Context: an optimization exercise on an open-source flow, tuned for small area, a short achievable clock period and few clock cycles per item. The choices shown serve that exercise and are no tape-out recipe.
Function was checked by simulation only, so behaviour that the tests miss may differ from the original.
Power and IR drop assume default switching activity.

<file path="flow/design.v">
module MUL_radix_4 (
  input clock, reset,
  input flush,
  output in_ready,
  input in_valid,
  input [1:0] in_sign,
  input [31:0] in_a, in_b,
  input out_ready,
  output out_valid,
  output [63:0] out_prod
);
  reg v0, v1, v2;
  reg full;               
  wire en2 = ~v2 | out_ready;
  wire en1 = ~v1 | en2;
  wire en0 = ~v0 | en1;
  assign in_ready = ~full | out_ready;
  assign out_valid = v2;
  wire kill = reset | flush;
  wire v0n = ~kill & (en0 ? in_valid : v0);
  wire v1n = ~kill & (en1 ? v0 : v1);
  wire v2n = ~kill & (en2 ? v1 : v2);
  always @(posedge clock) begin
    v0 <= v0n;
    v1 <= v1n;
    v2 <= v2n;
    full <= v0n & v1n & v2n;
  end
  wire sa_in = in_sign[1] & in_a[31];
  wire sb_in = in_sign[0] & in_b[31];
  wire [34:0] ae_in = {{3{sa_in}}, in_a};
  wire [34:0] ae2_in = {ae_in[33:0], 1'b0};
  wire [34:0] a3_in;
  wire [34:0] tg0 = ae_in & ae2_in, tp0 = ae_in ^ ae2_in;
  wire tG1 = tg0[1] | (tp0[1] & tg0[0]); wire tP1 = tp0[1] & tp0[0];
  wire tG2 = tg0[3] | (tp0[3] & tg0[2]); wire tP2 = tp0[3] & tp0[2];
  wire tG3 = tg0[5] | (tp0[5] & tg0[4]); wire tP3 = tp0[5] & tp0[4];
  wire tG4 = tg0[7] | (tp0[7] & tg0[6]); wire tP4 = tp0[7] & tp0[6];
  wire tG5 = tg0[9] | (tp0[9] & tg0[8]); wire tP5 = tp0[9] & tp0[8];
  wire tG6 = tg0[11] | (tp0[11] & tg0[10]); wire tP6 = tp0[11] & tp0[10];
  wire tG7 = tg0[13] | (tp0[13] & tg0[12]); wire tP7 = tp0[13] & tp0[12];
  wire tG8 = tg0[15] | (tp0[15] & tg0[14]); wire tP8 = tp0[15] & tp0[14];
  wire tG9 = tg0[17] | (tp0[17] & tg0[16]); wire tP9 = tp0[17] & tp0[16];
  wire tG10 = tg0[19] | (tp0[19] & tg0[18]); wire tP10 = tp0[19] & tp0[18];
  wire tG11 = tg0[21] | (tp0[21] & tg0[20]); wire tP11 = tp0[21] & tp0[20];
  wire tG12 = tg0[23] | (tp0[23] & tg0[22]); wire tP12 = tp0[23] & tp0[22];
  wire tG13 = tg0[25] | (tp0[25] & tg0[24]); wire tP13 = tp0[25] & tp0[24];
  wire tG14 = tg0[27] | (tp0[27] & tg0[26]); wire tP14 = tp0[27] & tp0[26];
  wire tG15 = tg0[29] | (tp0[29] & tg0[28]); wire tP15 = tp0[29] & tp0[28];
  wire tG16 = tg0[31] | (tp0[31] & tg0[30]); wire tP16 = tp0[31] & tp0[30];
  wire tG17 = tg0[33] | (tp0[33] & tg0[32]); wire tP17 = tp0[33] & tp0[32];
  wire tG18 = tg0[2] | (tp0[2] & tG1); wire tP18 = tp0[2] & tP1;
  wire tG19 = tG2 | (tP2 & tG1); wire tP19 = tP2 & tP1;
  wire tG20 = tg0[6] | (tp0[6] & tG3); wire tP20 = tp0[6] & tP3;
  wire tG21 = tG4 | (tP4 & tG3); wire tP21 = tP4 & tP3;
  wire tG22 = tg0[10] | (tp0[10] & tG5); wire tP22 = tp0[10] & tP5;
  wire tG23 = tG6 | (tP6 & tG5); wire tP23 = tP6 & tP5;
  wire tG24 = tg0[14] | (tp0[14] & tG7); wire tP24 = tp0[14] & tP7;
  wire tG25 = tG8 | (tP8 & tG7); wire tP25 = tP8 & tP7;
  wire tG26 = tg0[18] | (tp0[18] & tG9); wire tP26 = tp0[18] & tP9;
  wire tG27 = tG10 | (tP10 & tG9); wire tP27 = tP10 & tP9;
  wire tG28 = tg0[22] | (tp0[22] & tG11); wire tP28 = tp0[22] & tP11;
  wire tG29 = tG12 | (tP12 & tG11); wire tP29 = tP12 & tP11;
  wire tG30 = tg0[26] | (tp0[26] & tG13); wire tP30 = tp0[26] & tP13;
  wire tG31 = tG14 | (tP14 & tG13); wire tP31 = tP14 & tP13;
  wire tG32 = tg0[30] | (tp0[30] & tG15); wire tP32 = tp0[30] & tP15;
  wire tG33 = tG16 | (tP16 & tG15); wire tP33 = tP16 & tP15;
  wire tG34 = tg0[34] | (tp0[34] & tG17); wire tP34 = tp0[34] & tP17;
  wire tG35 = tg0[4] | (tp0[4] & tG19); wire tP35 = tp0[4] & tP19;
  wire tG36 = tG3 | (tP3 & tG19); wire tP36 = tP3 & tP19;
  wire tG37 = tG20 | (tP20 & tG19); wire tP37 = tP20 & tP19;
  wire tG38 = tG21 | (tP21 & tG19); wire tP38 = tP21 & tP19;
  wire tG39 = tg0[12] | (tp0[12] & tG23); wire tP39 = tp0[12] & tP23;
  wire tG40 = tG7 | (tP7 & tG23); wire tP40 = tP7 & tP23;
  wire tG41 = tG24 | (tP24 & tG23); wire tP41 = tP24 & tP23;
  wire tG42 = tG25 | (tP25 & tG23); wire tP42 = tP25 & tP23;
  wire tG43 = tg0[20] | (tp0[20] & tG27); wire tP43 = tp0[20] & tP27;
  wire tG44 = tG11 | (tP11 & tG27); wire tP44 = tP11 & tP27;
  wire tG45 = tG28 | (tP28 & tG27); wire tP45 = tP28 & tP27;
  wire tG46 = tG29 | (tP29 & tG27); wire tP46 = tP29 & tP27;
  wire tG47 = tg0[28] | (tp0[28] & tG31); wire tP47 = tp0[28] & tP31;
  wire tG48 = tG15 | (tP15 & tG31); wire tP48 = tP15 & tP31;
  wire tG49 = tG32 | (tP32 & tG31); wire tP49 = tP32 & tP31;
  wire tG50 = tG33 | (tP33 & tG31); wire tP50 = tP33 & tP31;
  wire tG51 = tg0[8] | (tp0[8] & tG38); wire tP51 = tp0[8] & tP38;
  wire tG52 = tG5 | (tP5 & tG38); wire tP52 = tP5 & tP38;
  wire tG53 = tG22 | (tP22 & tG38); wire tP53 = tP22 & tP38;
  wire tG54 = tG23 | (tP23 & tG38); wire tP54 = tP23 & tP38;
  wire tG55 = tG39 | (tP39 & tG38); wire tP55 = tP39 & tP38;
  wire tG56 = tG40 | (tP40 & tG38); wire tP56 = tP40 & tP38;
  wire tG57 = tG41 | (tP41 & tG38); wire tP57 = tP41 & tP38;
  wire tG58 = tG42 | (tP42 & tG38); wire tP58 = tP42 & tP38;
  wire tG59 = tg0[24] | (tp0[24] & tG46); wire tP59 = tp0[24] & tP46;
  wire tG60 = tG13 | (tP13 & tG46); wire tP60 = tP13 & tP46;
  wire tG61 = tG30 | (tP30 & tG46); wire tP61 = tP30 & tP46;
  wire tG62 = tG31 | (tP31 & tG46); wire tP62 = tP31 & tP46;
  wire tG63 = tG47 | (tP47 & tG46); wire tP63 = tP47 & tP46;
  wire tG64 = tG48 | (tP48 & tG46); wire tP64 = tP48 & tP46;
  wire tG65 = tG49 | (tP49 & tG46); wire tP65 = tP49 & tP46;
  wire tG66 = tG50 | (tP50 & tG46); wire tP66 = tP50 & tP46;
  wire tG67 = tg0[16] | (tp0[16] & tG58); wire tP67 = tp0[16] & tP58;
  wire tG68 = tG9 | (tP9 & tG58); wire tP68 = tP9 & tP58;
  wire tG69 = tG26 | (tP26 & tG58); wire tP69 = tP26 & tP58;
  wire tG70 = tG27 | (tP27 & tG58); wire tP70 = tP27 & tP58;
  wire tG71 = tG43 | (tP43 & tG58); wire tP71 = tP43 & tP58;
  wire tG72 = tG44 | (tP44 & tG58); wire tP72 = tP44 & tP58;
  wire tG73 = tG45 | (tP45 & tG58); wire tP73 = tP45 & tP58;
  wire tG74 = tG46 | (tP46 & tG58); wire tP74 = tP46 & tP58;
  wire tG75 = tG59 | (tP59 & tG58); wire tP75 = tP59 & tP58;
  wire tG76 = tG60 | (tP60 & tG58); wire tP76 = tP60 & tP58;
  wire tG77 = tG61 | (tP61 & tG58); wire tP77 = tP61 & tP58;
  wire tG78 = tG62 | (tP62 & tG58); wire tP78 = tP62 & tP58;
  wire tG79 = tG63 | (tP63 & tG58); wire tP79 = tP63 & tP58;
  wire tG80 = tG64 | (tP64 & tG58); wire tP80 = tP64 & tP58;
  wire tG81 = tG65 | (tP65 & tG58); wire tP81 = tP65 & tP58;
  wire tG82 = tG66 | (tP66 & tG58); wire tP82 = tP66 & tP58;
  wire tG83 = tg0[32] | (tp0[32] & tG82); wire tP83 = tp0[32] & tP82;
  wire tG84 = tG17 | (tP17 & tG82); wire tP84 = tP17 & tP82;
  wire tG85 = tG34 | (tP34 & tG82); wire tP85 = tP34 & tP82;
  assign a3_in = {tp0[34] ^ tG84, tp0[33] ^ tG83, tp0[32] ^ tG82, tp0[31] ^ tG81, tp0[30] ^ tG80, tp0[29] ^ tG79, tp0[28] ^ tG78, tp0[27] ^ tG77, tp0[26] ^ tG76, tp0[25] ^ tG75, tp0[24] ^ tG74, tp0[23] ^ tG73, tp0[22] ^ tG72, tp0[21] ^ tG71, tp0[20] ^ tG70, tp0[19] ^ tG69, tp0[18] ^ tG68, tp0[17] ^ tG67, tp0[16] ^ tG58, tp0[15] ^ tG57, tp0[14] ^ tG56, tp0[13] ^ tG55, tp0[12] ^ tG54, tp0[11] ^ tG53, tp0[10] ^ tG52, tp0[9] ^ tG51, tp0[8] ^ tG38, tp0[7] ^ tG37, tp0[6] ^ tG36, tp0[5] ^ tG35, tp0[4] ^ tG19, tp0[3] ^ tG18, tp0[2] ^ tG1, tp0[1] ^ tg0[0], tp0[0]};
  wire [35:0] bx_in = {{3{sb_in}}, in_b, 1'b0};    
  reg [32:0] a;           
  reg [34:0] a3;          
  reg [10:0] neg, sel1, sel2, sel3, sel4;
  wire [10:0] neg_in, sel1_in, sel2_in, sel3_in, sel4_in;
  genvar j;
  generate for (j = 0; j < 11; j = j + 1) begin : g_rec
    wire x3 = bx_in[3*j+3], x2 = bx_in[3*j+2], x1 = bx_in[3*j+1], x0 = bx_in[3*j];
    wire y2 = x2 ^ x3, y1 = x1 ^ x3, y0 = x0 ^ x3;
    assign neg_in[j] = x3;
    assign sel1_in[j] = ~y2 & (y1 ^ y0);
    assign sel2_in[j] = (~y2 & y1 & y0) | (y2 & ~y1 & ~y0);
    assign sel3_in[j] = y2 & (y1 ^ y0);
    assign sel4_in[j] = y2 & y1 & y0;
  end endgenerate
  always @(posedge clock) begin
    if (en0) begin
      a <= ae_in[32:0];
      a3 <= a3_in;
      neg <= neg_in;
      sel1 <= sel1_in;
      sel2 <= sel2_in;
      sel3 <= sel3_in;
      sel4 <= sel4_in;
    end
  end
  wire [34:0] m1 = {{2{a[32]}}, a};
  wire [34:0] m2 = {a[32], a, 1'b0};
  wire [34:0] m4 = {a, 2'b0};
  wire [34:0] pp [0:10];
  generate for (j = 0; j < 11; j = j + 1) begin : g_pp
    assign pp[j] = (({35{sel1[j]}} & m1) | ({35{sel2[j]}} & m2) |
                    ({35{sel3[j]}} & a3) | ({35{sel4[j]}} & m4)) ^ {35{neg[j]}};
  end endgenerate
  wire s1, k2;
  wire s3, k4;
  wire s5, k6;
  wire s7, k8;
  wire s9, k10;
  wire s11, k12;
  wire s13, k14;
  wire s15, k16;
  wire s17, k18;
  wire s19, k20;
  wire s21, k22;
  wire s23, k24;
  wire s25, k26;
  wire s27, k28;
  wire s29, k30;
  wire s31, k32;
  wire s33, k34;
  wire s35, k36;
  wire s37, k38;
  wire s39, k40;
  wire s41, k42;
  wire s43, k44;
  wire s45, k46;
  wire s47, k48;
  wire s49, k50;
  wire s51, k52;
  wire s53, k54;
  wire s55, k56;
  wire s57, k58;
  wire s59, k60;
  wire s61, k62;
  wire s63, k64;
  wire s65, k66;
  wire s67, k68;
  wire s69, k70;
  wire s71, k72;
  wire s73, k74;
  wire s75, k76;
  wire s77, k78;
  wire s79, k80;
  wire s81, k82;
  wire s83, k84;
  wire s85, k86;
  wire s87, k88;
  wire s89, k90;
  wire s91, k92;
  wire s93, k94;
  wire s95, k96;
  wire s97, k98;
  wire s99, k100;
  wire s101, k102;
  wire s103, k104;
  wire s105, k106;
  wire s107, k108;
  wire s109, k110;
  wire s111, k112;
  wire s113, k114;
  wire s115, k116;
  wire s117, k118;
  wire s119, k120;
  wire s121, k122;
  wire s123, k124;
  wire s125, k126;
  wire s127, k128;
  wire s129, k130;
  wire s131, k132;
  wire s133, k134;
  wire s135, k136;
  wire s137, k138;
  wire s139, k140;
  wire s141, k142;
  wire s143, k144;
  wire s145, k146;
  wire s147, k148;
  wire s149, k150;
  wire s151, k152;
  wire s153, k154;
  wire s155, k156;
  wire s157, k158;
  wire s159, k160;
  wire s161, k162;
  wire s163, k164;
  wire s165, k166;
  wire s167, k168;
  wire s169, k170;
  wire s171, k172;
  wire s173, k174;
  wire s175, k176;
  wire s177, k178;
  wire s179, k180;
  wire s181, k182;
  wire s183, k184;
  wire s185, k186;
  wire s187, k188;
  wire s189, k190;
  wire s191, k192;
  wire s193, k194;
  wire s195, k196;
  wire s197, k198;
  wire s199, k200;
  wire s201, k202;
  wire s203, k204;
  wire s205, k206;
  wire s207, k208;
  wire s209, k210;
  wire s211, k212;
  wire s213, k214;
  wire s215, k216;
  wire s217, k218;
  wire s219, k220;
  wire s221, k222;
  wire s223, k224;
  wire s225, k226;
  wire s227, k228;
  wire s229, k230;
  wire s231, k232;
  wire s233, k234;
  wire s235, k236;
  wire s237, k238;
  wire s239, k240;
  wire s241, k242;
  wire s243, k244;
  wire s245, k246;
  wire s247, k248;
  wire s249, k250;
  wire s251, k252;
  wire s253, k254;
  wire s255, k256;
  wire s257, k258;
  wire s259, k260;
  wire s261, k262;
  wire s263, k264;
  wire s265, k266;
  wire s267, k268;
  wire s269, k270;
  wire s271, k272;
  wire s273, k274;
  wire s275, k276;
  wire s277, k278;
  wire s279, k280;
  wire s281, k282;
  wire s283, k284;
  wire s285, k286;
  wire s287, k288;
  wire s289, k290;
  wire s291, k292;
  wire s293, k294;
  wire s295, k296;
  wire s297, k298;
  wire s299, k300;
  wire s301, k302;
  wire s303, k304;
  wire s305, k306;
  wire s307, k308;
  wire s309, k310;
  wire s311, k312;
  wire s313, k314;
  wire s315, k316;
  wire s317, k318;
  wire s319, k320;
  wire s321, k322;
  wire s323, k324;
  wire s325, k326;
  wire s327, k328;
  wire s329, k330;
  wire s331, k332;
  wire s333, k334;
  wire s335, k336;
  wire s337, k338;
  wire s339, k340;
  wire s341, k342;
  wire s343, k344;
  wire s345, k346;
  wire s347, k348;
  wire s349, k350;
  wire s351, k352;
  wire s353, k354;
  wire s355, k356;
  wire s357, k358;
  wire s359, k360;
  wire s361, k362;
  wire s363, k364;
  wire s365, k366;
  wire s367, k368;
  wire s369, k370;
  wire s371, k372;
  wire s373, k374;
  wire s375, k376;
  wire s377, k378;
  wire s379, k380;
  wire s381, k382;
  wire s383, k384;
  wire s385, k386;
  wire s387, k388;
  wire s389, k390;
  wire s391, k392;
  wire s393, k394;
  wire s395, k396;
  wire s397, k398;
  wire s399, k400;
  wire s401, k402;
  wire s403, k404;
  wire s405, k406;
  wire s407, k408;
  wire s409, k410;
  wire s411, k412;
  wire s413, k414;
  wire s415, k416;
  wire s417, k418;
  wire s419, k420;
  wire s421, k422;
  wire s423, k424;
  wire s425, k426;
  wire s427, k428;
  wire s429, k430;
  wire s431, k432;
  wire s433, k434;
  wire s435, k436;
  wire s437, k438;
  wire s439, k440;
  wire s441, k442;
  wire s443, k444;
  wire s445, k446;
  wire s447, k448;
  wire s449, k450;
  wire s451, k452;
  wire s453, k454;
  wire s455, k456;
  wire s457, k458;
  wire s459, k460;
  wire s461, k462;
  wire s463, k464;
  wire s465, k466;
  wire s467, k468;
  wire s469, k470;
  wire s471, k472;
  wire s473, k474;
  wire s475, k476;
  wire s477, k478;
  wire s479, k480;
  wire s481, k482;
  wire s483, k484;
  wire s485, k486;
  wire s487, k488;
  wire s489, k490;
  wire s491, k492;
  wire s493, k494;
  wire s495, k496;
  wire s497, k498;
  wire s499, k500;
  wire s501, k502;
  wire s503, k504;
  wire s505, k506;
  wire s507, k508;
  wire s509, k510;
  wire s511, k512;
  wire s513, k514;
  wire s515, k516;
  wire s517, k518;
  wire s519, k520;
  wire s521, k522;
  wire s523, k524;
  wire s525, k526;
  wire s527, k528;
  wire s529, k530;
  wire s531, k532;
  wire s533, k534;
  wire s535, k536;
  wire s537, k538;
  wire s539, k540;
  wire s541, k542;
  wire s543, k544;
  wire s545, k546;
  wire s547, k548;
  wire s549, k550;
  wire s551, k552;
  wire s553, k554;
  wire s555, k556;
  wire s557, k558;
  wire s559, k560;
  wire s561, k562;
  wire s563, k564;
  wire s565, k566;
  wire s567, k568;
  wire s569, k570;
  wire s571, k572;
  wire s573, k574;
  wire s575, k576;
  wire s577, k578;
  wire s579, k580;
  wire s581, k582;
  wire s583, k584;
  wire s585, k586;
  wire s587, k588;
  wire s589, k590;
  wire s591, k592;
  wire s593, k594;
  wire s595, k596;
  wire s597, k598;
  wire s599, k600;
  wire s601, k602;
  wire s603, k604;
  wire s605, k606;
  wire s607, k608;
  wire s609, k610;
  wire s611, k612;
  wire s613, k614;
  wire s615, k616;
  wire s617, k618;
  wire s619, k620;
  mul_ha us1 (neg[1], pp[0][3], s1, k2);
  mul_ha us3 (pp[0][4], pp[1][1], s3, k4);
  mul_ha us5 (pp[0][5], pp[1][2], s5, k6);
  mul_ha us7 (neg[2], pp[0][6], s7, k8);
  mul_fa us9 (pp[1][3], pp[2][0], k6, s9, k10);
  mul_ha us11 (pp[0][7], pp[1][4], s11, k12);
  mul_fa us13 (pp[2][1], k8, s11, s13, k14);
  mul_ha us15 (pp[0][8], pp[1][5], s15, k16);
  mul_fa us17 (pp[2][2], k12, s15, s17, k18);
  mul_ha us19 (neg[3], pp[0][9], s19, k20);
  mul_fa us21 (pp[1][6], pp[2][3], pp[3][0], s21, k22);
  mul_fa us23 (k16, s19, s21, s23, k24);
  mul_ha us25 (pp[0][10], pp[1][7], s25, k26);
  mul_fa us27 (pp[2][4], pp[3][1], k20, s27, k28);
  mul_fa us29 (s25, k22, s27, s29, k30);
  mul_ha us31 (pp[0][11], pp[1][8], s31, k32);
  mul_fa us33 (pp[2][5], pp[3][2], k26, s33, k34);
  mul_fa us35 (s31, k28, s33, s35, k36);
  mul_ha us37 (neg[4], pp[0][12], s37, k38);
  mul_fa us39 (pp[1][9], pp[2][6], pp[3][3], s39, k40);
  mul_fa us41 (pp[4][0], k32, s37, s41, k42);
  mul_fa us43 (s39, k34, s41, s43, k44);
  mul_ha us45 (pp[0][13], pp[1][10], s45, k46);
  mul_fa us47 (pp[2][7], pp[3][4], pp[4][1], s47, k48);
  mul_fa us49 (k38, s45, k40, s49, k50);
  mul_fa us51 (s47, k42, s49, s51, k52);
  mul_ha us53 (pp[0][14], pp[1][11], s53, k54);
  mul_fa us55 (pp[2][8], pp[3][5], pp[4][2], s55, k56);
  mul_fa us57 (k46, s53, k48, s57, k58);
  mul_fa us59 (s55, k50, s57, s59, k60);
  mul_ha us61 (neg[5], pp[0][15], s61, k62);
  mul_fa us63 (pp[1][12], pp[2][9], pp[3][6], s63, k64);
  mul_fa us65 (pp[4][3], pp[5][0], k54, s65, k66);
  mul_fa us67 (s61, k56, s63, s67, k68);
  mul_fa us69 (k58, s65, s67, s69, k70);
  mul_ha us71 (pp[0][16], pp[1][13], s71, k72);
  mul_fa us73 (pp[2][10], pp[3][7], pp[4][4], s73, k74);
  mul_fa us75 (pp[5][1], k62, s71, s75, k76);
  mul_fa us77 (k64, s73, k66, s77, k78);
  mul_fa us79 (s75, k68, s77, s79, k80);
  mul_ha us81 (pp[0][17], pp[1][14], s81, k82);
  mul_fa us83 (pp[2][11], pp[3][8], pp[4][5], s83, k84);
  mul_fa us85 (pp[5][2], k72, s81, s85, k86);
  mul_fa us87 (k74, s83, k76, s87, k88);
  mul_fa us89 (s85, k78, s87, s89, k90);
  mul_ha us91 (neg[6], pp[0][18], s91, k92);
  mul_fa us93 (pp[1][15], pp[2][12], pp[3][9], s93, k94);
  mul_fa us95 (pp[4][6], pp[5][3], pp[6][0], s95, k96);
  mul_fa us97 (k82, s91, k84, s97, k98);
  mul_fa us99 (s93, s95, k86, s99, k100);
  mul_fa us101 (s97, k88, s99, s101, k102);
  mul_ha us103 (pp[0][19], pp[1][16], s103, k104);
  mul_fa us105 (pp[2][13], pp[3][10], pp[4][7], s105, k106);
  mul_fa us107 (pp[5][4], pp[6][1], k92, s107, k108);
  mul_fa us109 (s103, k94, k96, s109, k110);
  mul_fa us111 (s105, k98, s107, s111, k112);
  mul_fa us113 (s109, k100, s111, s113, k114);
  mul_ha us115 (pp[0][20], pp[1][17], s115, k116);
  mul_fa us117 (pp[2][14], pp[3][11], pp[4][8], s117, k118);
  mul_fa us119 (pp[5][5], pp[6][2], k104, s119, k120);
  mul_fa us121 (s115, k106, s117, s121, k122);
  mul_fa us123 (k108, k110, s119, s123, k124);
  mul_fa us125 (s121, k112, s123, s125, k126);
  mul_ha us127 (neg[7], pp[0][21], s127, k128);
  mul_fa us129 (pp[1][18], pp[2][15], pp[3][12], s129, k130);
  mul_fa us131 (pp[4][9], pp[5][6], pp[6][3], s131, k132);
  mul_fa us133 (pp[7][0], k116, s127, s133, k134);
  mul_fa us135 (k118, s129, s131, s135, k136);
  mul_fa us137 (k120, s133, k122, s137, k138);
  mul_fa us139 (s135, k124, s137, s139, k140);
  mul_ha us141 (pp[0][22], pp[1][19], s141, k142);
  mul_fa us143 (pp[2][16], pp[3][13], pp[4][10], s143, k144);
  mul_fa us145 (pp[5][7], pp[6][4], pp[7][1], s145, k146);
  mul_fa us147 (k128, s141, k130, s147, k148);
  mul_fa us149 (k132, s143, s145, s149, k150);
  mul_fa us151 (k134, k136, s147, s151, k152);
  mul_fa us153 (s149, k138, s151, s153, k154);
  mul_ha us155 (pp[0][23], pp[1][20], s155, k156);
  mul_fa us157 (pp[2][17], pp[3][14], pp[4][11], s157, k158);
  mul_fa us159 (pp[5][8], pp[6][5], pp[7][2], s159, k160);
  mul_fa us161 (k142, s155, k144, s161, k162);
  mul_fa us163 (k146, s157, s159, s163, k164);
  mul_fa us165 (k148, k150, s161, s165, k166);
  mul_fa us167 (s163, k152, s165, s167, k168);
  mul_ha us169 (neg[8], pp[0][24], s169, k170);
  mul_fa us171 (pp[1][21], pp[2][18], pp[3][15], s171, k172);
  mul_fa us173 (pp[4][12], pp[5][9], pp[6][6], s173, k174);
  mul_fa us175 (pp[7][3], pp[8][0], k156, s175, k176);
  mul_fa us177 (s169, k158, k160, s177, k178);
  mul_fa us179 (s171, s173, k162, s179, k180);
  mul_fa us181 (s175, k164, s177, s181, k182);
  mul_fa us183 (k166, s179, s181, s183, k184);
  mul_fa us185 (pp[0][25], pp[1][22], pp[2][19], s185, k186);
  mul_fa us187 (pp[3][16], pp[4][13], pp[5][10], s187, k188);
  mul_fa us189 (pp[6][7], pp[7][4], pp[8][1], s189, k190);
  mul_fa us191 (k170, k172, k174, s191, k192);
  mul_fa us193 (s185, s187, s189, s193, k194);
  mul_fa us195 (k176, k178, s191, s195, k196);
  mul_fa us197 (s193, k180, k182, s197, k198);
  mul_ha us199 (pp[0][26], pp[1][23], s199, k200);
  mul_fa us201 (pp[2][20], pp[3][17], pp[4][14], s201, k202);
  mul_fa us203 (pp[5][11], pp[6][8], pp[7][5], s203, k204);
  mul_fa us205 (pp[8][2], s199, k186, s205, k206);
  mul_fa us207 (k188, k190, s201, s207, k208);
  mul_fa us209 (s203, k192, k194, s209, k210);
  mul_fa us211 (s205, s207, k196, s211, k212);
  mul_ha us213 (neg[9], pp[0][27], s213, k214);
  mul_fa us215 (pp[1][24], pp[2][21], pp[3][18], s215, k216);
  mul_fa us217 (pp[4][15], pp[5][12], pp[6][9], s217, k218);
  mul_fa us219 (pp[7][6], pp[8][3], pp[9][0], s219, k220);
  mul_fa us221 (k200, s213, k202, s221, k222);
  mul_fa us223 (k204, s215, s217, s223, k224);
  mul_fa us225 (s219, k206, k208, s225, k226);
  mul_fa us227 (s221, s223, k210, s227, k228);
  mul_ha us229 (pp[0][28], pp[1][25], s229, k230);
  mul_fa us231 (pp[2][22], pp[3][19], pp[4][16], s231, k232);
  mul_fa us233 (pp[5][13], pp[6][10], pp[7][7], s233, k234);
  mul_fa us235 (pp[8][4], pp[9][1], k214, s235, k236);
  mul_fa us237 (s229, k216, k218, s237, k238);
  mul_fa us239 (k220, s231, s233, s239, k240);
  mul_fa us241 (k222, s235, k224, s241, k242);
  mul_fa us243 (s237, s239, k226, s243, k244);
  mul_ha us245 (pp[0][29], pp[1][26], s245, k246);
  mul_fa us247 (pp[2][23], pp[3][20], pp[4][17], s247, k248);
  mul_fa us249 (pp[5][14], pp[6][11], pp[7][8], s249, k250);
  mul_fa us251 (pp[8][5], pp[9][2], k230, s251, k252);
  mul_fa us253 (s245, k232, k234, s253, k254);
  mul_fa us255 (s247, s249, k236, s255, k256);
  mul_fa us257 (k238, s251, k240, s257, k258);
  mul_fa us259 (s253, s255, k242, s259, k260);
  mul_ha us261 (neg[10], pp[0][30], s261, k262);
  mul_fa us263 (pp[1][27], pp[2][24], pp[3][21], s263, k264);
  mul_fa us265 (pp[4][18], pp[5][15], pp[6][12], s265, k266);
  mul_fa us267 (pp[7][9], pp[8][6], pp[9][3], s267, k268);
  mul_fa us269 (pp[10][0], k246, s261, s269, k270);
  mul_fa us271 (k248, k250, s263, s271, k272);
  mul_fa us273 (s265, s267, k252, s273, k274);
  mul_fa us275 (k254, s269, s271, s275, k276);
  mul_fa us277 (k256, s273, k258, s277, k278);
  mul_ha us279 (pp[0][31], pp[1][28], s279, k280);
  mul_fa us281 (pp[2][25], pp[3][22], pp[4][19], s281, k282);
  mul_fa us283 (pp[5][16], pp[6][13], pp[7][10], s283, k284);
  mul_fa us285 (pp[8][7], pp[9][4], pp[10][1], s285, k286);
  mul_fa us287 (k262, s279, k264, s287, k288);
  mul_fa us289 (k266, k268, s281, s289, k290);
  mul_fa us291 (s283, s285, k270, s291, k292);
  mul_fa us293 (k272, s287, s289, s293, k294);
  mul_fa us295 (k274, s291, k276, s295, k296);
  mul_ha us297 (pp[0][32], pp[1][29], s297, k298);
  mul_fa us299 (pp[2][26], pp[3][23], pp[4][20], s299, k300);
  mul_fa us301 (pp[5][17], pp[6][14], pp[7][11], s301, k302);
  mul_fa us303 (pp[8][8], pp[9][5], pp[10][2], s303, k304);
  mul_fa us305 (k280, s297, k282, s305, k306);
  mul_fa us307 (k284, k286, s299, s307, k308);
  mul_fa us309 (s301, s303, k288, s309, k310);
  mul_fa us311 (k290, s305, s307, s311, k312);
  mul_fa us313 (k292, s309, k294, s313, k314);
  mul_ha us315 (pp[0][33], pp[1][30], s315, k316);
  mul_fa us317 (pp[2][27], pp[3][24], pp[4][21], s317, k318);
  mul_fa us319 (pp[5][18], pp[6][15], pp[7][12], s319, k320);
  mul_fa us321 (pp[8][9], pp[9][6], pp[10][3], s321, k322);
  mul_fa us323 (k298, s315, k300, s323, k324);
  mul_fa us325 (k302, k304, s317, s325, k326);
  mul_fa us327 (s319, s321, k306, s327, k328);
  mul_fa us329 (k308, s323, s325, s329, k330);
  mul_fa us331 (k310, s327, k312, s331, k332);
  mul_ha us333 (pp[1][31], pp[2][28], s333, k334);
  mul_fa us335 (pp[3][25], pp[4][22], pp[5][19], s335, k336);
  mul_fa us337 (pp[6][16], pp[7][13], pp[8][10], s337, k338);
  mul_fa us339 (pp[9][7], pp[10][4], pp[0][34], s339, k340);
  mul_fa us341 (k316, s333, k318, s341, k342);
  mul_fa us343 (k320, k322, s335, s343, k344);
  mul_fa us345 (s337, s339, k324, s345, k346);
  mul_fa us347 (k326, s341, s343, s347, k348);
  mul_fa us349 (k328, s345, k330, s349, k350);
  mul_ha us351 (pp[2][29], pp[3][26], s351, k352);
  mul_fa us353 (pp[4][23], pp[5][20], pp[6][17], s353, k354);
  mul_fa us355 (pp[7][14], pp[8][11], pp[9][8], s355, k356);
  mul_fa us357 (pp[10][5], ~pp[0][34], ~pp[1][32], s357, k358);
  mul_fa us359 (k334, s351, k336, s359, k360);
  mul_fa us361 (k338, k340, s353, s361, k362);
  mul_fa us363 (s355, s357, k342, s363, k364);
  mul_fa us365 (k344, s359, s361, s365, k366);
  mul_fa us367 (k346, s363, k348, s367, k368);
  mul_ha us369 (pp[2][30], pp[3][27], s369, k370);
  mul_fa us371 (pp[4][24], pp[5][21], pp[6][18], s371, k372);
  mul_fa us373 (pp[7][15], pp[8][12], pp[9][9], s373, k374);
  mul_fa us375 (pp[10][6], pp[1][32], ~pp[1][33], s375, k376);
  mul_fa us377 (k352, s369, k354, s377, k378);
  mul_fa us379 (k356, k358, s371, s379, k380);
  mul_fa us381 (s373, s375, k360, s381, k382);
  mul_fa us383 (k362, s377, s379, s383, k384);
  mul_fa us385 (k364, s381, k366, s385, k386);
  mul_ha us387 (~pp[1][34], pp[2][31], s387, k388);
  mul_fa us389 (pp[3][28], pp[4][25], pp[5][22], s389, k390);
  mul_fa us391 (pp[6][19], pp[7][16], pp[8][13], s391, k392);
  mul_fa us393 (pp[9][10], pp[10][7], pp[1][33], s393, k394);
  mul_fa us395 (k370, s387, k372, s395, k396);
  mul_fa us397 (k374, k376, s389, s397, k398);
  mul_fa us399 (s391, s393, k378, s399, k400);
  mul_fa us401 (k380, s395, s397, s401, k402);
  mul_fa us403 (k382, s399, k384, s403, k404);
  mul_ha us405 (pp[3][29], pp[4][26], s405, k406);
  mul_fa us407 (pp[5][23], pp[6][20], pp[7][17], s407, k408);
  mul_fa us409 (pp[8][14], pp[9][11], pp[10][8], s409, k410);
  mul_fa us411 (~pp[2][32], k388, s405, s411, k412);
  mul_fa us413 (k390, k392, k394, s413, k414);
  mul_fa us415 (s407, s409, k396, s415, k416);
  mul_fa us417 (s411, k398, s413, s417, k418);
  mul_fa us419 (k400, s415, k402, s419, k420);
  mul_ha us421 (pp[3][30], pp[4][27], s421, k422);
  mul_fa us423 (pp[5][24], pp[6][21], pp[7][18], s423, k424);
  mul_fa us425 (pp[8][15], pp[9][12], pp[10][9], s425, k426);
  mul_fa us427 (pp[2][32], ~pp[2][33], k406, s427, k428);
  mul_fa us429 (s421, k408, k410, s429, k430);
  mul_fa us431 (s423, s425, k412, s431, k432);
  mul_fa us433 (k414, s427, s429, s433, k434);
  mul_fa us435 (k416, s431, k418, s435, k436);
  mul_ha us437 (~pp[2][34], pp[3][31], s437, k438);
  mul_fa us439 (pp[4][28], pp[5][25], pp[6][22], s439, k440);
  mul_fa us441 (pp[7][19], pp[8][16], pp[9][13], s441, k442);
  mul_fa us443 (pp[10][10], pp[2][33], k422, s443, k444);
  mul_fa us445 (s437, k424, k426, s445, k446);
  mul_fa us447 (s439, s441, k428, s447, k448);
  mul_fa us449 (k430, s443, s445, s449, k450);
  mul_fa us451 (k432, s447, k434, s451, k452);
  mul_ha us453 (pp[4][29], pp[5][26], s453, k454);
  mul_fa us455 (pp[6][23], pp[7][20], pp[8][17], s455, k456);
  mul_fa us457 (pp[9][14], pp[10][11], ~pp[3][32], s457, k458);
  mul_fa us459 (k438, s453, k440, s459, k460);
  mul_fa us461 (k442, s455, s457, s461, k462);
  mul_fa us463 (k444, k446, s459, s463, k464);
  mul_fa us465 (s461, k448, k450, s465, k466);
  mul_fa us467 (pp[4][30], pp[5][27], pp[6][24], s467, k468);
  mul_fa us469 (pp[7][21], pp[8][18], pp[9][15], s469, k470);
  mul_fa us471 (pp[10][12], pp[3][32], ~pp[3][33], s471, k472);
  mul_fa us473 (k454, k456, k458, s473, k474);
  mul_fa us475 (s467, s469, s471, s475, k476);
  mul_fa us477 (k460, k462, s473, s477, k478);
  mul_fa us479 (s475, k464, s477, s479, k480);
  mul_fa us481 (~pp[3][34], pp[4][31], pp[5][28], s481, k482);
  mul_fa us483 (pp[6][25], pp[7][22], pp[8][19], s483, k484);
  mul_fa us485 (pp[9][16], pp[10][13], pp[3][33], s485, k486);
  mul_fa us487 (k468, k470, k472, s487, k488);
  mul_fa us489 (s481, s483, s485, s489, k490);
  mul_fa us491 (k474, k476, s487, s491, k492);
  mul_fa us493 (s489, k478, s491, s493, k494);
  mul_fa us495 (pp[5][29], pp[6][26], pp[7][23], s495, k496);
  mul_fa us497 (pp[8][20], pp[9][17], pp[10][14], s497, k498);
  mul_fa us499 (~pp[4][32], k482, k484, s499, k500);
  mul_fa us501 (k486, s495, s497, s501, k502);
  mul_fa us503 (k488, k490, s499, s503, k504);
  mul_fa us505 (s501, k492, s503, s505, k506);
  mul_fa us507 (pp[5][30], pp[6][27], pp[7][24], s507, k508);
  mul_fa us509 (pp[8][21], pp[9][18], pp[10][15], s509, k510);
  mul_fa us511 (pp[4][32], ~pp[4][33], k496, s511, k512);
  mul_fa us513 (k498, s507, s509, s513, k514);
  mul_fa us515 (k500, k502, s511, s515, k516);
  mul_fa us517 (s513, k504, s515, s517, k518);
  mul_fa us519 (~pp[4][34], pp[5][31], pp[6][28], s519, k520);
  mul_fa us521 (pp[7][25], pp[8][22], pp[9][19], s521, k522);
  mul_fa us523 (pp[10][16], pp[4][33], k508, s523, k524);
  mul_fa us525 (k510, s519, s521, s525, k526);
  mul_fa us527 (k512, k514, s523, s527, k528);
  mul_fa us529 (s525, k516, s527, s529, k530);
  mul_fa us531 (pp[6][29], pp[7][26], pp[8][23], s531, k532);
  mul_fa us533 (pp[9][20], pp[10][17], ~pp[5][32], s533, k534);
  mul_fa us535 (k520, k522, s531, s535, k536);
  mul_fa us537 (s533, k524, k526, s537, k538);
  mul_fa us539 (s535, k528, s537, s539, k540);
  mul_fa us541 (pp[6][30], pp[7][27], pp[8][24], s541, k542);
  mul_fa us543 (pp[9][21], pp[10][18], pp[5][32], s543, k544);
  mul_fa us545 (~pp[5][33], k532, k534, s545, k546);
  mul_fa us547 (s541, s543, k536, s547, k548);
  mul_fa us549 (s545, k538, s547, s549, k550);
  mul_fa us551 (~pp[5][34], pp[6][31], pp[7][28], s551, k552);
  mul_fa us553 (pp[8][25], pp[9][22], pp[10][19], s553, k554);
  mul_fa us555 (pp[5][33], k542, k544, s555, k556);
  mul_fa us557 (s551, s553, k546, s557, k558);
  mul_fa us559 (s555, k548, s557, s559, k560);
  mul_fa us561 (pp[7][29], pp[8][26], pp[9][23], s561, k562);
  mul_fa us563 (pp[10][20], ~pp[6][32], k552, s563, k564);
  mul_fa us565 (k554, s561, k556, s565, k566);
  mul_fa us567 (s563, k558, s565, s567, k568);
  mul_fa us569 (pp[7][30], pp[8][27], pp[9][24], s569, k570);
  mul_fa us571 (pp[10][21], pp[6][32], ~pp[6][33], s571, k572);
  mul_fa us573 (k562, s569, s571, s573, k574);
  mul_fa us575 (k564, s573, k566, s575, k576);
  mul_fa us577 (~pp[6][34], pp[7][31], pp[8][28], s577, k578);
  mul_fa us579 (pp[9][25], pp[10][22], pp[6][33], s579, k580);
  mul_fa us581 (k570, k572, s577, s581, k582);
  mul_fa us583 (s579, k574, s581, s583, k584);
  mul_fa us585 (pp[8][29], pp[9][26], pp[10][23], s585, k586);
  mul_fa us587 (~pp[7][32], k578, k580, s587, k588);
  mul_fa us589 (s585, k582, s587, s589, k590);
  mul_fa us591 (pp[8][30], pp[9][27], pp[10][24], s591, k592);
  mul_fa us593 (pp[7][32], ~pp[7][33], k586, s593, k594);
  mul_fa us595 (s591, k588, s593, s595, k596);
  mul_fa us597 (~pp[7][34], pp[8][31], pp[9][28], s597, k598);
  mul_fa us599 (pp[10][25], pp[7][33], k592, s599, k600);
  mul_fa us601 (s597, k594, s599, s601, k602);
  mul_fa us603 (pp[9][29], pp[10][26], ~pp[8][32], s603, k604);
  mul_fa us605 (k598, s603, k600, s605, k606);
  mul_fa us607 (pp[9][30], pp[10][27], pp[8][32], s607, k608);
  mul_fa us609 (~pp[8][33], k604, s607, s609, k610);
  mul_fa us611 (~pp[8][34], pp[9][31], pp[10][28], s611, k612);
  mul_fa us613 (pp[8][33], k608, s611, s613, k614);
  mul_fa us615 (pp[10][29], ~pp[9][32], k612, s615, k616);
  mul_fa us617 (pp[10][30], pp[9][32], ~pp[9][33], s617, k618);
  mul_fa us619 (~pp[9][34], pp[10][31], pp[9][33], s619, k620);
  reg [63:0] c0, c1, c2;
  always @(posedge clock) begin
    if (en1) begin
      c0[0] <= pp[0][0];
      c1[0] <= neg[0];
      c0[1] <= pp[0][1];
      c0[2] <= pp[0][2];
      c0[3] <= pp[1][0];
      c1[3] <= s1;
      c0[4] <= k2;
      c1[4] <= s3;
      c0[5] <= k4;
      c1[5] <= s5;
      c0[6] <= s7;
      c1[6] <= s9;
      c0[7] <= k10;
      c1[7] <= s13;
      c0[8] <= k14;
      c1[8] <= s17;
      c0[9] <= k18;
      c1[9] <= s23;
      c0[10] <= k24;
      c1[10] <= s29;
      c0[11] <= k30;
      c1[11] <= s35;
      c0[12] <= k36;
      c1[12] <= s43;
      c0[13] <= k44;
      c1[13] <= s51;
      c0[14] <= k52;
      c1[14] <= s59;
      c0[15] <= k60;
      c1[15] <= s69;
      c0[16] <= k70;
      c1[16] <= s79;
      c0[17] <= k80;
      c1[17] <= s89;
      c0[18] <= k90;
      c1[18] <= s101;
      c0[19] <= k102;
      c1[19] <= s113;
      c0[20] <= k114;
      c1[20] <= s125;
      c0[21] <= k126;
      c1[21] <= s139;
      c0[22] <= k140;
      c1[22] <= s153;
      c0[23] <= k154;
      c1[23] <= s167;
      c0[24] <= k168;
      c1[24] <= s183;
      c0[25] <= s195;
      c1[25] <= k184;
      c2[25] <= s197;
      c0[26] <= s209;
      c1[26] <= k198;
      c2[26] <= s211;
      c0[27] <= s225;
      c1[27] <= k212;
      c2[27] <= s227;
      c0[28] <= s241;
      c1[28] <= k228;
      c2[28] <= s243;
      c0[29] <= s257;
      c1[29] <= k244;
      c2[29] <= s259;
      c0[30] <= s275;
      c1[30] <= k260;
      c2[30] <= s277;
      c0[31] <= s293;
      c1[31] <= k278;
      c2[31] <= s295;
      c0[32] <= s311;
      c1[32] <= k296;
      c2[32] <= s313;
      c0[33] <= s329;
      c1[33] <= k314;
      c2[33] <= s331;
      c0[34] <= s347;
      c1[34] <= k332;
      c2[34] <= s349;
      c0[35] <= s365;
      c1[35] <= k350;
      c2[35] <= s367;
      c0[36] <= s383;
      c1[36] <= k368;
      c2[36] <= s385;
      c0[37] <= s401;
      c1[37] <= k386;
      c2[37] <= s403;
      c0[38] <= s417;
      c1[38] <= k404;
      c2[38] <= s419;
      c0[39] <= s433;
      c1[39] <= k420;
      c2[39] <= s435;
      c0[40] <= s449;
      c1[40] <= k436;
      c2[40] <= s451;
      c0[41] <= s463;
      c1[41] <= k452;
      c2[41] <= s465;
      c0[42] <= k466;
      c1[42] <= s479;
      c0[43] <= k480;
      c1[43] <= s493;
      c0[44] <= k494;
      c1[44] <= s505;
      c0[45] <= k506;
      c1[45] <= s517;
      c0[46] <= k518;
      c1[46] <= s529;
      c0[47] <= k530;
      c1[47] <= s539;
      c0[48] <= k540;
      c1[48] <= s549;
      c0[49] <= k550;
      c1[49] <= s559;
      c0[50] <= k560;
      c1[50] <= s567;
      c0[51] <= k568;
      c1[51] <= s575;
      c0[52] <= k576;
      c1[52] <= s583;
      c0[53] <= k584;
      c1[53] <= s589;
      c0[54] <= k590;
      c1[54] <= s595;
      c0[55] <= k596;
      c1[55] <= s601;
      c0[56] <= k602;
      c1[56] <= s605;
      c0[57] <= k606;
      c1[57] <= s609;
      c0[58] <= k610;
      c1[58] <= s613;
      c0[59] <= k614;
      c1[59] <= s615;
      c0[60] <= k616;
      c1[60] <= s617;
      c0[61] <= k618;
      c1[61] <= s619;
      c0[62] <= k620;
      c1[62] <= ~pp[10][32];
      c0[63] <= pp[10][32];
      c1[63] <= ~pp[10][33];
    end
  end
  wire [63:0] r0 = {c0[63], c0[62], c0[61], c0[60], c0[59], c0[58], c0[57], c0[56], c0[55], c0[54], c0[53], c0[52], c0[51], c0[50], c0[49], c0[48], c0[47], c0[46], c0[45], c0[44], c0[43], c0[42], c0[41], c0[40], c0[39], c0[38], c0[37], c0[36], c0[35], c0[34], c0[33], c0[32], c0[31], c0[30], c0[29], c0[28], c0[27], c0[26], c0[25], c0[24], c0[23], c0[22], c0[21], c0[20], c0[19], c0[18], c0[17], c0[16], c0[15], c0[14], c0[13], c0[12], c0[11], c0[10], c0[9], c0[8], c0[7], c0[6], c0[5], c0[4], c0[3], c0[2], c0[1], c0[0]};
  wire [63:0] r1 = {c1[63], c1[62], c1[61], c1[60], c1[59], c1[58], c1[57], c1[56], c1[55], c1[54], c1[53], c1[52], c1[51], c1[50], c1[49], c1[48], c1[47], c1[46], c1[45], c1[44], c1[43], c1[42], c1[41], c1[40], c1[39], c1[38], c1[37], c1[36], c1[35], c1[34], c1[33], c1[32], c1[31], c1[30], c1[29], c1[28], c1[27], c1[26], c1[25], c1[24], c1[23], c1[22], c1[21], c1[20], c1[19], c1[18], c1[17], c1[16], c1[15], c1[14], c1[13], c1[12], c1[11], c1[10], c1[9], c1[8], c1[7], c1[6], c1[5], c1[4], c1[3], 1'b0, 1'b0, c1[0]};
  wire [63:0] r2 = {1'b0, 1'b0, 1'b0, 1'b0, 1'b0, 1'b0, 1'b0, 1'b0, 1'b0, 1'b0, 1'b0, 1'b0, 1'b0, 1'b0, 1'b0, 1'b0, 1'b0, 1'b0, 1'b0, 1'b0, 1'b0, 1'b0, c2[41], c2[40], c2[39], c2[38], c2[37], c2[36], c2[35], c2[34], c2[33], c2[32], c2[31], c2[30], c2[29], c2[28], c2[27], c2[26], c2[25], 1'b0, 1'b0, 1'b0, 1'b0, 1'b0, 1'b0, 1'b0, 1'b0, 1'b0, 1'b0, 1'b0, 1'b0, 1'b0, 1'b0, 1'b0, 1'b0, 1'b0, 1'b0, 1'b0, 1'b0, 1'b0, 1'b0, 1'b0, 1'b0, 1'b0};
  wire s621, k622;
  wire s623, k624;
  wire s625, k626;
  wire s627, k628;
  wire s629, k630;
  wire s631, k632;
  wire s633, k634;
  wire s635, k636;
  wire s637, k638;
  wire s639, k640;
  wire s641, k642;
  wire s643, k644;
  wire s645, k646;
  wire s647, k648;
  wire s649, k650;
  wire s651, k652;
  wire s653, k654;
  wire s655, k656;
  wire s657, k658;
  wire s659, k660;
  wire s661, k662;
  wire s663, k664;
  wire s665, k666;
  wire s667, k668;
  wire s669, k670;
  wire s671, k672;
  wire s673, k674;
  wire s675, k676;
  wire s677, k678;
  wire s679, k680;
  wire s681, k682;
  wire s683, k684;
  wire s685, k686;
  wire s687, k688;
  wire s689, k690;
  wire s691, k692;
  wire s693, k694;
  wire s695, k696;
  wire s697, k698;
  mul_ha us621 (c0[25], c1[25], s621, k622);
  mul_fa us623 (c0[26], c1[26], c2[26], s623, k624);
  mul_fa us625 (c0[27], c1[27], c2[27], s625, k626);
  mul_fa us627 (c0[28], c1[28], c2[28], s627, k628);
  mul_fa us629 (c0[29], c1[29], c2[29], s629, k630);
  mul_fa us631 (c0[30], c1[30], c2[30], s631, k632);
  mul_fa us633 (c0[31], c1[31], c2[31], s633, k634);
  mul_fa us635 (c0[32], c1[32], c2[32], s635, k636);
  mul_fa us637 (c0[33], c1[33], c2[33], s637, k638);
  mul_fa us639 (c0[34], c1[34], c2[34], s639, k640);
  mul_fa us641 (c0[35], c1[35], c2[35], s641, k642);
  mul_fa us643 (c0[36], c1[36], c2[36], s643, k644);
  mul_fa us645 (c0[37], c1[37], c2[37], s645, k646);
  mul_fa us647 (c0[38], c1[38], c2[38], s647, k648);
  mul_fa us649 (c0[39], c1[39], c2[39], s649, k650);
  mul_fa us651 (c0[40], c1[40], c2[40], s651, k652);
  mul_fa us653 (c0[41], c1[41], c2[41], s653, k654);
  mul_ha us655 (c0[42], c1[42], s655, k656);
  mul_ha us657 (c0[43], c1[43], s657, k658);
  mul_ha us659 (c0[44], c1[44], s659, k660);
  mul_ha us661 (c0[45], c1[45], s661, k662);
  mul_ha us663 (c0[46], c1[46], s663, k664);
  mul_ha us665 (c0[47], c1[47], s665, k666);
  mul_ha us667 (c0[48], c1[48], s667, k668);
  mul_ha us669 (c0[49], c1[49], s669, k670);
  mul_ha us671 (c0[50], c1[50], s671, k672);
  mul_ha us673 (c0[51], c1[51], s673, k674);
  mul_ha us675 (c0[52], c1[52], s675, k676);
  mul_ha us677 (c0[53], c1[53], s677, k678);
  mul_ha us679 (c0[54], c1[54], s679, k680);
  mul_ha us681 (c0[55], c1[55], s681, k682);
  mul_ha us683 (c0[56], c1[56], s683, k684);
  mul_ha us685 (c0[57], c1[57], s685, k686);
  mul_ha us687 (c0[58], c1[58], s687, k688);
  mul_ha us689 (c0[59], c1[59], s689, k690);
  mul_ha us691 (c0[60], c1[60], s691, k692);
  mul_ha us693 (c0[61], c1[61], s693, k694);
  mul_ha us695 (c0[62], c1[62], s695, k696);
  mul_ha us697 (c0[63], c1[63], s697, k698);
  wire [63:0] ra = {k696, k694, k692, k690, k688, k686, k684, k682, k680, k678, k676, k674, k672, k670, k668, k666, k664, k662, k660, k658, k656, k654, k652, k650, k648, k646, k644, k642, k640, k638, k636, k634, k632, k630, k628, k626, k624, k622, c2[25], c0[24], c0[23], c0[22], c0[21], c0[20], c0[19], c0[18], c0[17], c0[16], c0[15], c0[14], c0[13], c0[12], c0[11], c0[10], c0[9], c0[8], c0[7], c0[6], c0[5], c0[4], c0[3], c0[2], c0[1], c0[0]};
  wire [63:0] rb = {s697, s695, s693, s691, s689, s687, s685, s683, s681, s679, s677, s675, s673, s671, s669, s667, s665, s663, s661, s659, s657, s655, s653, s651, s649, s647, s645, s643, s641, s639, s637, s635, s633, s631, s629, s627, s625, s623, s621, c1[24], c1[23], c1[22], c1[21], c1[20], c1[19], c1[18], c1[17], c1[16], c1[15], c1[14], c1[13], c1[12], c1[11], c1[10], c1[9], c1[8], c1[7], c1[6], c1[5], c1[4], c1[3], 1'b0, 1'b0, c1[0]};
  wire [63:0] sum = ra + rb;
  reg [63:0] prod;
  always @(posedge clock) begin
    if (en2) prod <= sum;
  end
  assign out_prod = prod;
endmodule
module mul_fa (input x, y, z, output s, c);
  assign s = x ^ y ^ z;
  assign c = (x & y) | (x & z) | (y & z);
endmodule
module mul_ha (input x, y, output s, c);
  assign s = x ^ y;
  assign c = x & y;
endmodule
</file>
<file path="flow/flow/run.sh">
#!/bin/bash
# The standard layout (standard.sh, unchanged synthesis), with the port buffers that
# buffer_ports inserts made plain buf_2 cells instead of its default delay-cell choice.
set -euo pipefail
echo 'export BUFFER_PORTS_ARGS = -buffer_cell sky130_fd_sc_hd__buf_2' >> config.mk
bash standard.sh > standard.log 2>&1
</file>
<file path="flow/standard.sh">
#!/bin/bash
# synth_recipe.tcl (not shown) runs the flow's synth.tcl, then flattens the netlist and writes it again
# the make line also repeats each setting of config.mk as NAME=value (left out here)
make -C /OpenROAD-flow-scripts/flow DESIGN_CONFIG=/design/flow/config.mk WORK_HOME=/design/flow/orfs CLKGATE_MAP_FILE= SYNTH_SCRIPT=/design/flow/synth_recipe.tcl "${@:-finish}"
</file>
<file path="flow/config.mk">
export PLATFORM = sky130hd
export DESIGN_NAME = MUL_radix_4
export DESIGN_NICKNAME = MUL_radix_4
export VERILOG_FILES = /design/flow/design.v
export SDC_FILE = /design/flow/constraint.sdc
export NUM_CORES = 4
export LEC_CHECK = 0
export CAP_MARGIN = 20
export CORE_MARGIN = 2
export CORE_UTILIZATION = 27
export SETUP_SLACK_MARGIN = 4.3
export SLEW_MARGIN = 20
export SYNTH_HIERARCHICAL = 1
export TNS_END_PERCENT = 10
export BUFFER_PORTS_ARGS = -buffer_cell sky130_fd_sc_hd__buf_2
</file>
<file path="flow/constraint.sdc">
create_clock -name core_clock -period 8.0 [get_ports {clock}]
set_input_delay 1.6000 -clock core_clock [delete_from_list [all_inputs] [get_ports {clock}]]
set_output_delay 1.6000 -clock core_clock [all_outputs]
set_load 0.01 [all_outputs]
</file>
==> impl_metrics.tcl, run 1 <==
set metrics [dict create \
    h-tree-depth 2 \
    cts_hold_buf 0 \
    dp_hpwl_um 77600 \
    synth_top_area_cell "edfxtp_1" \
    crit_path_start_kind "flop" \
    criticalPathCategory "flop to flop" \
    r2r_slack_ps 4270 \
    clk_latency_ps 590 \
    numClockSinks 332 \
    timing.final.crit_share_pct 46.6 \
    drive_above_1_share_pct 14.4 \
    vias_per_cell 5.84 \
    critPathBufInv 0 \
    worst_pin_slew_ps 867 \
    rsz0062_at_grt "true" \
    synth_edf_count 328 \
    crit_cells 7 \
    placed_cell_area_um2 35400 \
    clock_path_buffers 3 \
    worstSetupStartpoint "a3[9]" \
    grt_pass1_wl_um 174000 \
    grt_overflow 0 \
    crit_arrival_ps 4030 \
    synth_top_area_share_pct 29.4 \
    drv_cap 0 \
    syn_inst 3058 \
    row_count 129 \
    crit_top_cell "fa_1" \
    synth_most_common_cell "xnor2_1" \
    synth_commonest_cells "xnor2_1 (421), clkbuf_1 (395), a221oi_1 (333)" \
    syn-num-nets 3576 \
    slew_viol_final 0 \
    setup_violations 0 \
    nNetsFinal 3501 \
    ys_warn_count 7 \
    critical-path-top-delay-family "adder cells" \
    crit_required_ps 8300 \
    maxClockFrequency_mhz 268 \
    ant_nets 0 \
    die_h_um 356 \
    crit_end "c1[22]" \
    die_w_um 356 \
    rr_startpoint "a3[9]" \
    holdPathStages 2 \
    clockRootBuffer "clkbuf_16" \
    pre_cts_slack_ps 2840 \
    crit_path_end_kind "flop" \
    antenna_found_initial 20 \
    fin_worst_skew_ps 30.4 \
    slowest_stage "edfxtp_1" \
    p_leak_nw 13.6 \
    min_path_type "flop to flop" \
    via_count 27151 \
    setup_tns_ps 0 \
    p_per_area_nw_per_um2 440 \
    dieArea_um2 127000 \
    slowest_delay_ps 690 \
    port_buffers 136 \
    place.gp.congestion 0.882 \
    crit_chain "a22o_1, a221oi_1, xnor2_1, fa_1, fa_1, fa_1, fa_1" \
    hold_viol_final 0 \
    cp_max_fo 11 \
    io_pins 137 \
    status "complete, no violations" \
    clk_pin_slew_ps 60 \
    syn_to_final_growth_pct 12.4 \
    fin_crit_ps 3730 \
    cts_buffers 39 \
    finalWirelength_um 118000 \
    core_area_um2 123000 \
    reg2reg_to "c1[22]" \
    first_pass_iters 6 \
    yosysUniqueCellTypes 70 \
    grt_pass1_vias 26613 \
    postLayoutCellArea_um2 37600 \
    ir_drop_uv 249 \
    cts_tree "done" \
    drt-initial-drc-count 3100 \
    synthTopCellsByArea "edfxtp_1 (29%), fa_1 (17%), xnor2_1 (11%), a221oi_1 (8.7%), a22o_1 (8.7%)" \
    post-route-drc-count 0 \
    wl_per_cell_um 25.4 \
    grt_usage_pct 17.9 \
    rr_worst_depth 7 \
    syn_area_um2 33500 \
    async_flop_share_pct 0 \
    ys_seq_area_share_pct 29.6 \
    initial_core_util_pct 27.1 \
    synth-seq-cells 332 \
    grt_max_degree 144 \
    syn_avg_cell_area_um2 11.0 \
    synth_flop_cell "edfxtp_1" \
    fin_ws_ps 4270 \
    slew_headroom_pct 42.2 \
]
kinds of logic after synthesis:
group           share of synthesized area [%]
fa+ha+maj                                23.2
compound gates                           24.1
simple gates                             4.84
xor+xnor                                 12.8
flops                                    29.6
buf+inv                                  5.33
per-module statistics from Yosys (local to each module, per instance):
| module | times used | flip-flops and latches |
|---|---|---|
| mul_fa | 288 | 0 |
| mul_ha | 61 | 0 |
| MUL_radix_4 | 1 | 332 |
tightest hold or removal path, delay by kind of cell, from the launching register on:
kind / cells / cell delay, ps
flops: 1 / 310
simple gates: 2 / 150
routing by layer:
layer  wire length, µm  track usage (%)
met5                24                0
met4              5330             6.79
met3             14500             6.14
met2             51100             27.4
met1             47300             23.3
per-stage QoR:
stage / hold slack [ps] / cells / power [W] / util [%]
after detailed placement: 500 / 4510 / 0.0145 / 28.7
after floorplan: 424 / 3058 / 0.0108 / -
after global placement: 495 / 4510 / 0.0143 / 28.7
after CTS: 512 / 4621 / 0.0163 / 30.0
after global routing: 567 / 4649 / 0.0178 / 30.5
final: 513 / 4652 / 0.0166 / 30.5
flip-flops by register name (all words and copies together) (netlist names):
signal,cells
a,31
a3,35
c0,64
c1,62
c2,17
full,1
neg,11
prod,64
sel1,11
sel2,11
sel3,11
sel4,11
v0,1
v1,1
v2,1
placed cells by master (no fill, tap or decap), drive strengths merged, types with 9 or more instances in the layout:
cell type,netlist,final
or4b,10,10
o21bai,18,18
o41ai,10,10
o21ai,80,80
inv,54,57
fa,292,292
a222oi,11,11
clkinv,0,13
a31oi,15,15
a221oi,335,335
ha,155,155
edfxtp,328,328
and2,9,9
nand3,23,23
nand2,97,97
nand3b,10,10
a21oi,89,89
clkbuf,395,45
and3,10,10
nor2b,22,22
xor2,69,69
a21o,32,32
a22oi,34,34
nand4,21,21
nor2,58,58
nand4b,9,9
nor3,12,12
xnor2,421,421
a22o,331,331
buf,21,299
nand2b,23,23
worst min path at each step:
stage                     startpoint  endpoint
after floorplan               neg[0]     c1[0]
after global placement            v1        v2
after detailed placement          v1        v2
after CTS                         v1        v2
after global routing              v1        v2
final                             v1        v2
layout make-up:
type	instances	area (µm²)
fillers	12648	85800
multi-input cells	2256	22100
flip-flops and latches	332	9930
repair buffers	300	2130
well taps	1637	2050
clock buffers	44	995
inverters	54	206
clock inverters	25	204
diodes	4	10.0
timing repair:
| action | 4_1_cts | 5_1_grt |
|---|---|---|
| buffers inserted | 42 | 27 |
| setup endpoints to repair | 49 | 71 |
| gates cloned | 0 | 0 |
| gates resized for setup | 19 | 80 |
| pin swaps | 8 | 17 |
where the power goes:
part | total (W) | switching, W | internal [W]
Clock | 0.00172 | 0.000755 | 0.000966
Sequential | 0.00364 | 0.000318 | 0.00332
Combinational | 0.0112 | 0.00661 | 0.00461
Total | 0.0166 | 0.00769 | 0.00889
Testbench counts, summed over its fixed seeds: cycles 536, items 512.
==> inputs of run 2 (changes only) <==
--- a/flow/config.mk
+++ b/flow/config.mk
@@ -8,5 +8,5 @@
 export CAP_MARGIN = 20
 export CORE_MARGIN = 2
-export CORE_UTILIZATION = 27
+export CORE_UTILIZATION = 22
 export SETUP_SLACK_MARGIN = 4.3
 export SLEW_MARGIN = 20
==> impl_metrics.tcl, run 2 <==
set metrics [dict create \
    crit_path_end_kind "flop" \
    worst_pin_slew_ps 931 \
    cts_tree "done" \
    numClockSinks 332 \
    synth_commonest_cells "xnor2_1 (421), clkbuf_1 (395), a221oi_1 (333)" \
    slew_viol_final 0 \
    drt-initial-drc-count 3194 \
    antenna_found_initial 16 \
    p_leak_nw 13.9 \
    fin_crit_ps 3720 \
    clockRootBuffer "clkbuf_16" \
    hold_viol_final 0 \
    finalWirelength_um 121000 \
    rr_worst_depth 8 \
    grt_overflow 0 \
    nNetsFinal 3515 \
    final_cell_mix "xnor2_1 (421), a22o_1 (331), edfxtp_1 (328), a221oi_1 (300), fa_1 (278)" \
    ir_drop_uv 336 \
    dp_hpwl_um 80500 \
    m1WireLength_um 49300 \
    syn-num-nets 3576 \
    syn_avg_cell_area_um2 11.0 \
    synth_edf_count 328 \
    syn_to_final_growth_pct 15.6 \
    port_buffers 136 \
    drive_above_1_share_pct 16.4 \
    crit_path_start_kind "flop" \
    synth_flop_cell "edfxtp_1" \
    io_pins 137 \
    place.gp.congestion 0.878 \
    min_path_type "flop to flop" \
    crit_required_ps 8300 \
    setup_tns_ps 0 \
    vias_per_cell 5.41 \
    seq_power_share_pct 21.1 \
    ys_seq_area_share_pct 29.6 \
    setup_violations 0 \
    yosysUniqueCellTypes 70 \
    p_comb_share_pct 67.9 \
    met2WireLength_um 51900 \
    core_area_um2 152000 \
    ys_warn_count 7 \
    fin_worst_skew_ps 25.1 \
    p_int_w 0.00923 \
    synth_top_area_cell "edfxtp_1" \
    p_sw_share_pct 46.7 \
    first_pass_iters 7 \
    slew_headroom_pct 37.9 \
    holdPathStages 2 \
    synthTopCellsByArea "edfxtp_1 (29%), fa_1 (17%), xnor2_1 (11%), a221oi_1 (8.7%), a22o_1 (8.7%)" \
    crit_arrival_ps 4020 \
    met3_length_um 14700 \
    fillers 15951 \
    cts_buffers 39 \
    power.share.clock_pct 11.0 \
    initial_core_util_pct 22.1 \
    die_w_um 394 \
    synth-seq-cells 332 \
    die_h_um 394 \
    grt_max_degree 76 \
    syn_area_um2 33500 \
    synth_top_area_share_pct 29.4 \
    clk_latency_ps 600 \
    top_layer "met5" \
    p_per_area_nw_per_um2 447 \
    row_count 143 \
    drv_cap 0 \
    cp_max_fo 35 \
    async_flop_share_pct 0 \
    post-route-drc-count 0 \
    multi_input_area_um2 22400 \
    via_count 27339 \
    status "complete, no violations" \
    dieArea_um2 155000 \
    syn_inst 3058 \
    h-tree-depth 2 \
    total_power_w 0.0173 \
    seqCellArea_um2 9930 \
    final_common_cell "xnor2_1" \
    biggestRegsByFlops "c0 x64, prod x64, c1 x62" \
    clock_path_buffers 3 \
    grt_pass1_vias 26650 \
    timing.final.crit_share_pct 46.5 \
    wl_per_cell_um 24.0 \
    rsz0062_at_grt "true" \
    ant_nets 0 \
    hold-worst-slack_ps 524 \
    criticalPathCategory "flop to flop" \
    clk_pin_slew_ps 60 \
    maxClockFrequency_mhz 269 \
    p_sw_w 0.00810 \
    grt_pass1_wl_um 179000 \
    grt_usage_pct 15.0 \
    synth_most_common_cell "xnor2_1" \
]
[run 2: changes by cell type in the layout (fill, tap and decap cells not counted), sizes merged]
cell      change
diode         -2
inv           +5
buf          +14
clkbuf        -4
clkinvlp      -5
bufinv        +4
[run 2: timing repair]
| action | 4_1_cts | 5_1_grt |
|---|---|---|
| gates resized for setup | 22 | 148 |
| hold buffers | 0 | 0 |
| setup endpoints to repair | 56 | 82 |
| buffers inserted | 39 | 45 |
| pin swaps | 9 | 31 |
[run 2: Yosys stat by module (local to each module, per instance)]
module	copies in the design	cells
MUL_radix_4	1	2709
mul_fa	288	1
mul_ha	61	1
[run 2: logic make-up (layout without fill, tap and decap cells)]
group,Yosys count,in the layout,share of synthesized area (%)
other,0,2,0
adders and majority gates,447,447,23.2
xor gates and xnor gates,490,490,12.8
buffers and inverters,470,437,5.33
AOI/OAI and AO/OA,1006,1006,24.1
and+or+nand+nor,313,313,4.84
DFF,332,332,29.6
[run 2: critical path, cell delays in order, from the launching register on]
cell,delay [ps]
edfxtp_1,370
buf_6,230
a22o_1,270
a221oi_1,250
xnor2_1,140
fa_1,530
fa_1,490
fa_1,590
fa_2,510
[run 2: path summary, 6_finish.rpt]
check	start	end	slack, ps
max	sel3[6]	c1[46]	4280
min	v1	v2	520
max reg2reg	sel3[6]	c1[46]	4280
min reg2reg	v1	v2	520
[run 2: per-stage QoR]
stage / area, µm² / util, % / worst slack, ps / instances
2_1_floorplan: 33500 / - / 3620 / 3058
3_3_place_gp: 35900 / 23.7 / 2870 / 4902
3_5_place_dp: 35900 / 23.7 / 2860 / 4902
4_1_cts: 37700 / 24.9 / 4200 / 5010
5_1_grt: 38700 / 25.6 / 4210 / 5056
6_report: 38700 / 25.6 / 4280 / 5057
[run 2: final cells by class]
| type | instances | area share (%) |
|---|---|---|
| Timing Repair Buffer | 314 | 5.97 |
| Multi-Input combinational cell | 2256 | 57.8 |
| Tap cell | 2030 | 6.56 |
| Clock buffer | 40 | 2.53 |
| Clock inverter | 29 | 0.969 |
| Sequential cell | 332 | 25.6 |
| Inverter | 54 | 0.533 |
| Antenna cell | 2 | 0.0129 |
[run 2: power groups by stage]
stage	clock network [W]	logic (W)	registers (W)
after floorplan	0	0.00718	0.00360
after global placement	0	0.0108	0.00388
after detailed placement	0	0.0109	0.00390
after CTS	0.00196	0.0112	0.00378
after global routing	0.00202	0.0129	0.00374
final	0.00191	0.0118	0.00365
[run 2: per-layer routing]
metal	GRT usage (%)	vias to the layer above
met5	0.0616	-
li1	-	11471
met2	22.7	1925
met4	5.38	8
met3	4.81	469
met1	19.8	13466

re-timing with driven ports:
The results above use ideal ports. As a check the final layouts listed here were re-extracted and re-timed, cells and wires unchanged.
Step 1 assumes that a clkbuf_16 drives the clock port and a buf_2 every other input.
Step 2 moves the port delays by t, midway between the first and last clock arrival at a register: inputs arrive t later, outputs are due t later. That takes back most of the time a late clock gives input paths.
Three values: ideal, step 1, step 2; two values: the first two.
run	t, ns	setup WS [ns]	slew at the worst register clock pin (ns)	cell pins on the clock port's net
run 1	0.651	4.272 / 4.272 / 3.754	0.08 / 0.08	1
run 2	0.673	4.283 / 4.259 / 3.586	0.07 / 0.07	1
After both steps setup and hold are still met in every run listed. The setup slack of run 2, which loses most, moves by -0.024 ns with the drivers and by -0.697 ns with both steps.
